This design comes from an exercise in tuning for small area and a short achievable clock period on the open sky130 flow, not from production work.
The RTL was checked by simulation tests, not by an equivalence proof against the original design.

## run 1
## UnaryMultiplier
module UnaryMultiplier
#(
    parameter INPUT_WIDTH = 32,
    parameter COUNT_WIDTH = $clog2(INPUT_WIDTH + 1),
    parameter EPSILON = 8
)
(
    input logic a,
    input logic b,
    input logic [1:0] ready,
    input logic clk,
    input logic reset,
    output logic valid,
    output logic y
);
    logic [5:0]  a_ones, b_ones, a_upper, b_upper, y_count;
    logic [5:0]  g_lower;    
    logic [5:0]  f_upper;    
    logic [10:0] d_upper, d_lower;
    logic        ea, eb, za, zb;
    logic        near_l, near_u, emit, bit1, done;
    logic [5:0]  ab_ones, ab_upper;
    logic [6:0]  hl, hu;
    logic [10:0] dl, du;
    logic [5:0]  yc;
    logic [3:0]  hg, hp;
    logic        c4, neg;
    always_comb begin
        ea = ready[0] & a;
        za = ready[0] & ~a;
        eb = ready[1] & b;
        zb = ready[1] & ~b;
        ab_ones = a_ones + b_ones + 6'd1;
        ab_upper = a_upper + b_upper - 6'd1;
        case ({g_lower[5:4], valid, y})
            4'b00_10: hl = 7'd1;
            4'b00_11: hl = 7'h7f;
            4'b01_10: hl = 7'd2;
            4'b01_11: hl = 7'd0;
            4'b10_10: hl = 7'd3;
            4'b10_11: hl = 7'd1;
            4'b11_10: hl = 7'd4;
            4'b11_11: hl = 7'd2;
            default:  hl = {5'd0, g_lower[5:4]};
        endcase
        dl = d_lower + {hl, g_lower[3:0]};
        case ({f_upper[5:4], valid, y})
            4'b11_10: hu = 7'h7d;
            4'b11_11: hu = 7'h7b;
            4'b10_10: hu = 7'h7e;
            4'b10_11: hu = 7'h7c;
            4'b01_10: hu = 7'h7f;
            4'b01_11: hu = 7'h7d;
            4'b00_10: hu = 7'h00;
            4'b00_11: hu = 7'h7e;
            default:  hu = {5'h1f, ~f_upper[5:4]};
        endcase
        du = d_upper + {hu, ~f_upper[3:0]} + 11'd1;
        yc = y_count + valid;
        done = yc[5];
        near_l = ~dl[10] | (&dl[9:7]);                              
        near_u = du[10] | (~|du[9:8] & (~du[7] | ~|du[6:4]));       
        hg = du[7:4] & dl[7:4];
        hp = du[7:4] ^ dl[7:4];
  ...
Size: ~410 cells after synthesis, roughly 66 flip-flops, ~8 I/O pins, roughly 4000 µm² of cells after synthesis.
export LEC_CHECK = 0
export CAP_MARGIN = 20
export CORE_MARGIN = 2
export CORE_UTILIZATION = 40
export PLACE_DENSITY = 0.6
export SLEW_MARGIN = 20
create_clock -name core_clock -period 8.0 [get_ports {clk}]
standard.sh (not shown) runs the stock make flow with config.mk's settings and CLKGATE_MAP_FILE= SYNTH_SCRIPT=/design/flow/synth_recipe.tcl, a recipe that flattens the netlist after the stock synthesis.
==> flow/flow/run.sh <==
#!/bin/bash
# The standard layout, with plain buffers on the ports and timing repair
# aimed at a setup slack of SETUP_SLACK_MARGIN.
export BUFFER_PORTS_ARGS="-buffer_cell sky130_fd_sc_hd__buf_2"
export SETUP_SLACK_MARGIN=5.0
bash standard.sh > standard.log 2>&1
Every stage of the flow completed for run 1, and the final layout passed the timing, design-rule and antenna checks.
[inputs] run 2 vs run 1
==> flow/flow/run.sh <==
#!/bin/bash
# The standard layout, except that:
#  - synthesis maps the logic with flow/abc_speed.script (three rounds of
#    &syn2/&dch/&nf) instead of ORFS's ABC script; the rest of synthesis,
#    and so the registers, are ORFS's as run by standard.sh;
#  - the ports get plain buf_2 buffers;
#  - timing repair aims at a setup slack of SETUP_SLACK_MARGIN.
set -e
rm -rf scripts_alt
cp -r "$FLOW_HOME/scripts" scripts_alt
cp flow/abc_speed.script scripts_alt/abc_speed.script
export BUFFER_PORTS_ARGS="-buffer_cell sky130_fd_sc_hd__buf_2"
export SETUP_SLACK_MARGIN=5.3
bash standard.sh SCRIPTS_DIR="$PWD/scripts_alt" synth > synth.log 2>&1
bash standard.sh > standard.log 2>&1
==> flow/flow/abc_speed.script (new file) <==
&get -n
&st
&syn2
&dch
&nf
&st
&syn2
&dch
&nf
&put
buffer -c
topo
stime -c
upsize -c
dnsize -c
### Flow results
No stage failed in run 2, and the final checks on the layout all came back clean. Going from run 1 to run 2, first-iteration DRC count now smaller; relative max-transition margin now larger. Wire length reported by the detailed router on run 2 is ahead of run 1. On x dimension of the die: between run 1 and run 2, it ends up higher for run 1. Run 2 ended up with a lower actual slew at the worst max-slew pin than run 1 did. Final cell area: run 2 below run 1. Between run 2 and run 1, it is run 2 whose synthesized instance count is lower, by about 8%.
> inputs changed (run 2 -> run 3)
Settings: setting SETUP_SLACK_MARGIN to 4.5 for the first time.
==> flow/run.sh (new file) <==
#!/bin/bash
# synth_recipe.tcl (not shown) runs the flow's synth.tcl, then flattens the netlist and writes it again
# the make line also repeats each setting of config.mk as NAME=value (left out here)
make -C /OpenROAD-flow-scripts/flow DESIGN_CONFIG=/design/flow/config.mk WORK_HOME=/design/flow/orfs CLKGATE_MAP_FILE= SYNTH_SCRIPT=/design/flow/synth_recipe.tcl finish
removed: flow/flow/run.sh
removed: flow/flow/abc_speed.script
removed: flow/standard.sh
### Flow results
- Run 3 reached the final stage; the timing, design-rule and antenna checks on its layout passed.
- In the metrics for run 3 and run 2, the one carrying the higher width of the die is run 3.
- The start point of the critical path comes out valid$_DFF_PN0_ in one run and y$_DFF_PN0_ in the other, namely in run 3 and run 2 respectively.


UnaryMultiplier again, from the RTL that the note above started with.
export LEC_CHECK = 0
export CAP_MARGIN = 20
export CORE_MARGIN = 2
export CORE_UTILIZATION = 40
export PLACE_DENSITY = 0.6
export SLEW_MARGIN = 20
create_clock -name core_clock -period 8.0 [get_ports {clk}]
==> flow/flow/run.sh <==
#!/bin/bash
# The standard layout, except that:
#  - synthesis maps the logic with flow/abc_speed.script (three rounds of
#    &syn2/&dch/&nf) instead of ORFS's ABC script; the rest of synthesis,
#    and so the registers, are ORFS's as run by standard.sh;
#  - the ports get plain buf_1 buffers;
#  - timing repair aims at a setup slack of SETUP_SLACK_MARGIN.
set -e
rm -rf scripts_alt
cp -r "$FLOW_HOME/scripts" scripts_alt
cp flow/abc_speed.script scripts_alt/abc_speed.script
export BUFFER_PORTS_ARGS="-buffer_cell sky130_fd_sc_hd__buf_1"
export SETUP_SLACK_MARGIN=5.3
bash standard.sh SCRIPTS_DIR="$PWD/scripts_alt" synth > synth.log 2>&1
bash standard.sh > standard.log 2>&1
==> flow/flow/abc_speed.script <==
&get -n
&st
&syn2
&dch
&nf
&st
&syn2
&dch
&nf
&st
&syn2
&dch
&nf
&put
buffer -c
topo
stime -c
upsize -c
dnsize -c
Next try:
--- a/flow/flow/run.sh
+++ b/flow/flow/run.sh
@@ -5,3 +5,3 @@
 #    and so the registers, are ORFS's as run by standard.sh;
-#  - the ports get plain buf_1 buffers;
+#  - the ports get plain buf_2 buffers;
 #  - timing repair aims at a setup slack of SETUP_SLACK_MARGIN.
@@ -11,4 +11,5 @@
 cp flow/abc_speed.script scripts_alt/abc_speed.script
-export BUFFER_PORTS_ARGS="-buffer_cell sky130_fd_sc_hd__buf_1"
+export BUFFER_PORTS_ARGS="-buffer_cell sky130_fd_sc_hd__buf_2"
 export SETUP_SLACK_MARGIN=5.3
+export RECOVER_POWER=50
 bash standard.sh SCRIPTS_DIR="$PWD/scripts_alt" synth > synth.log 2>&1
- via count increases by 0.99%
- routed wire length increases by 3.2%
- die area stays the same
- utilization decreases by 0.68 points
- final cell count increases by 0.38%
Next try:
==> flow/run.sh (new file) <==
#!/bin/bash
# synth_recipe.tcl (not shown) runs the flow's synth.tcl, then flattens the netlist and writes it again
# the make line also repeats each setting of config.mk as NAME=value (left out here)
make -C /OpenROAD-flow-scripts/flow DESIGN_CONFIG=/design/flow/config.mk WORK_HOME=/design/flow/orfs CLKGATE_MAP_FILE= SYNTH_SCRIPT=/design/flow/synth_recipe.tcl finish
Settings changed: ABC_AREA from default to 1, SETUP_SLACK_MARGIN from default to 5.
removed: flow/flow/run.sh
removed: flow/flow/abc_speed.script
removed: flow/standard.sh
What happened:
- setup slack degrades by 55 ps
- area after synthesis went up by roughly a tenth
- design area went up by roughly a tenth
- global-route usage went up by 1.7 points
- cell count went up by a quarter to a third
- die area went up by roughly a tenth
- wire length went up by about a fifth
- via count went up by a quarter to a third
- flip-flop and latch count stays the same
Next try:
==> flow/flow/run.sh (new file) <==
#!/bin/bash
# The standard layout, except that:
#  - synthesis maps the logic with flow/abc_speed.script (three rounds of
#    &syn2/&dch/&nf) instead of ORFS's ABC script; the rest of synthesis,
#    and so the registers, are ORFS's as run by standard.sh;
#  - the ports get plain buf_2 buffers;
#  - timing repair aims at a setup slack of SETUP_SLACK_MARGIN.
set -e
rm -rf scripts_alt
cp -r "$FLOW_HOME/scripts" scripts_alt
cp flow/abc_speed.script scripts_alt/abc_speed.script
export BUFFER_PORTS_ARGS="-buffer_cell sky130_fd_sc_hd__buf_2"
export SETUP_SLACK_MARGIN=5.3
export RECOVER_POWER=90
bash standard.sh SCRIPTS_DIR="$PWD/scripts_alt" synth > synth.log 2>&1
bash standard.sh > standard.log 2>&1
==> flow/flow/abc_speed.script (new file) <==
&get -n
&st
&syn2
&dch
&nf
&st
&syn2
&dch
&nf
&st
&syn2
&dch
&nf
&put
buffer -c
topo
stime -c
upsize -c
dnsize -c
==> flow/standard.sh (new file) <==
#!/bin/bash
# synth_recipe.tcl (not shown) runs the flow's synth.tcl, then flattens the netlist and writes it again
# the make line also repeats each setting of config.mk as NAME=value (left out here)
make -C /OpenROAD-flow-scripts/flow DESIGN_CONFIG=/design/flow/config.mk WORK_HOME=/design/flow/orfs CLKGATE_MAP_FILE= SYNTH_SCRIPT=/design/flow/synth_recipe.tcl "${@:-finish}"
Settings changed: ABC_AREA 1 to default, SETUP_SLACK_MARGIN 5 to default.
removed: flow/run.sh
The new run completed with no timing, DRC or antenna violations.
Count of clock-buffer cells in the layout decreases by 2.
Global-route usage decreases by 1.7 points.
Hold slack gains 4.9 ps.
Wire length decreases by about 17%.
Fmax decreases by 2.6%.
Worst setup slack loses 77 ps.

re-timing with driven ports:
The flow's constraints put no driver on any port. The routed layouts listed below were extracted and timed again, unchanged, in two steps. Step 1 assumes that a clkbuf_16 drives the clock port and a buf_2 every other input. Step 2, shift: input delay + t, output delay - t, t = (earliest + latest rising clock arrival at the registers) / 2. This alone moves slack from input paths to output paths. Three values: ideal ports, drivers, drivers and shift; two values: the first two.
| run | shift t [ns] | setup WS [ns] | worst hold slack (ns) | slew at the worst register clock pin (ns) | worst data-port slew with drivers (ns) |
|---|---|---|---|---|---|
| run 1 | 0.366 | 5.201 / 5.201 / 4.905 | 0.470 / 0.470 / 0.470 | 0.08 / 0.08 | 0.03 |
| run 2 | 0.372 | 5.378 / 5.353 / 5.069 | 0.473 / 0.473 / 0.473 | 0.08 / 0.08 | 0.03 |
| run 3 | 0.374 | 4.790 / 4.790 / 4.515 | 0.470 / 0.470 / 0.470 | 0.08 / 0.08 | 0.03 |
| the first run of note 2 | 0.366 | 5.301 / 5.301 / 5.061 | 0.471 / 0.471 / 0.471 | 0.07 / 0.07 | 0.03 |
| the second run of note 2 | 0.376 | 5.141 / 5.141 / 5.103 | 0.473 / 0.473 / 0.473 | 0.08 / 0.08 | 0.03 |
| the third run of note 2 | 0.370 | 5.086 / 5.054 / 4.892 | 0.467 / 0.467 / 0.467 | 0.08 / 0.08 | 0.03 |
| the fourth run of note 2 | 0.376 | 5.009 / 5.009 / 5.009 | 0.472 / 0.472 / 0.472 | 0.08 / 0.08 | 0.03 |
After both steps every run listed still meets setup and hold. The setup slack of run 2, which loses most, moves by -0.025 ns with the drivers and by -0.309 ns with both steps.
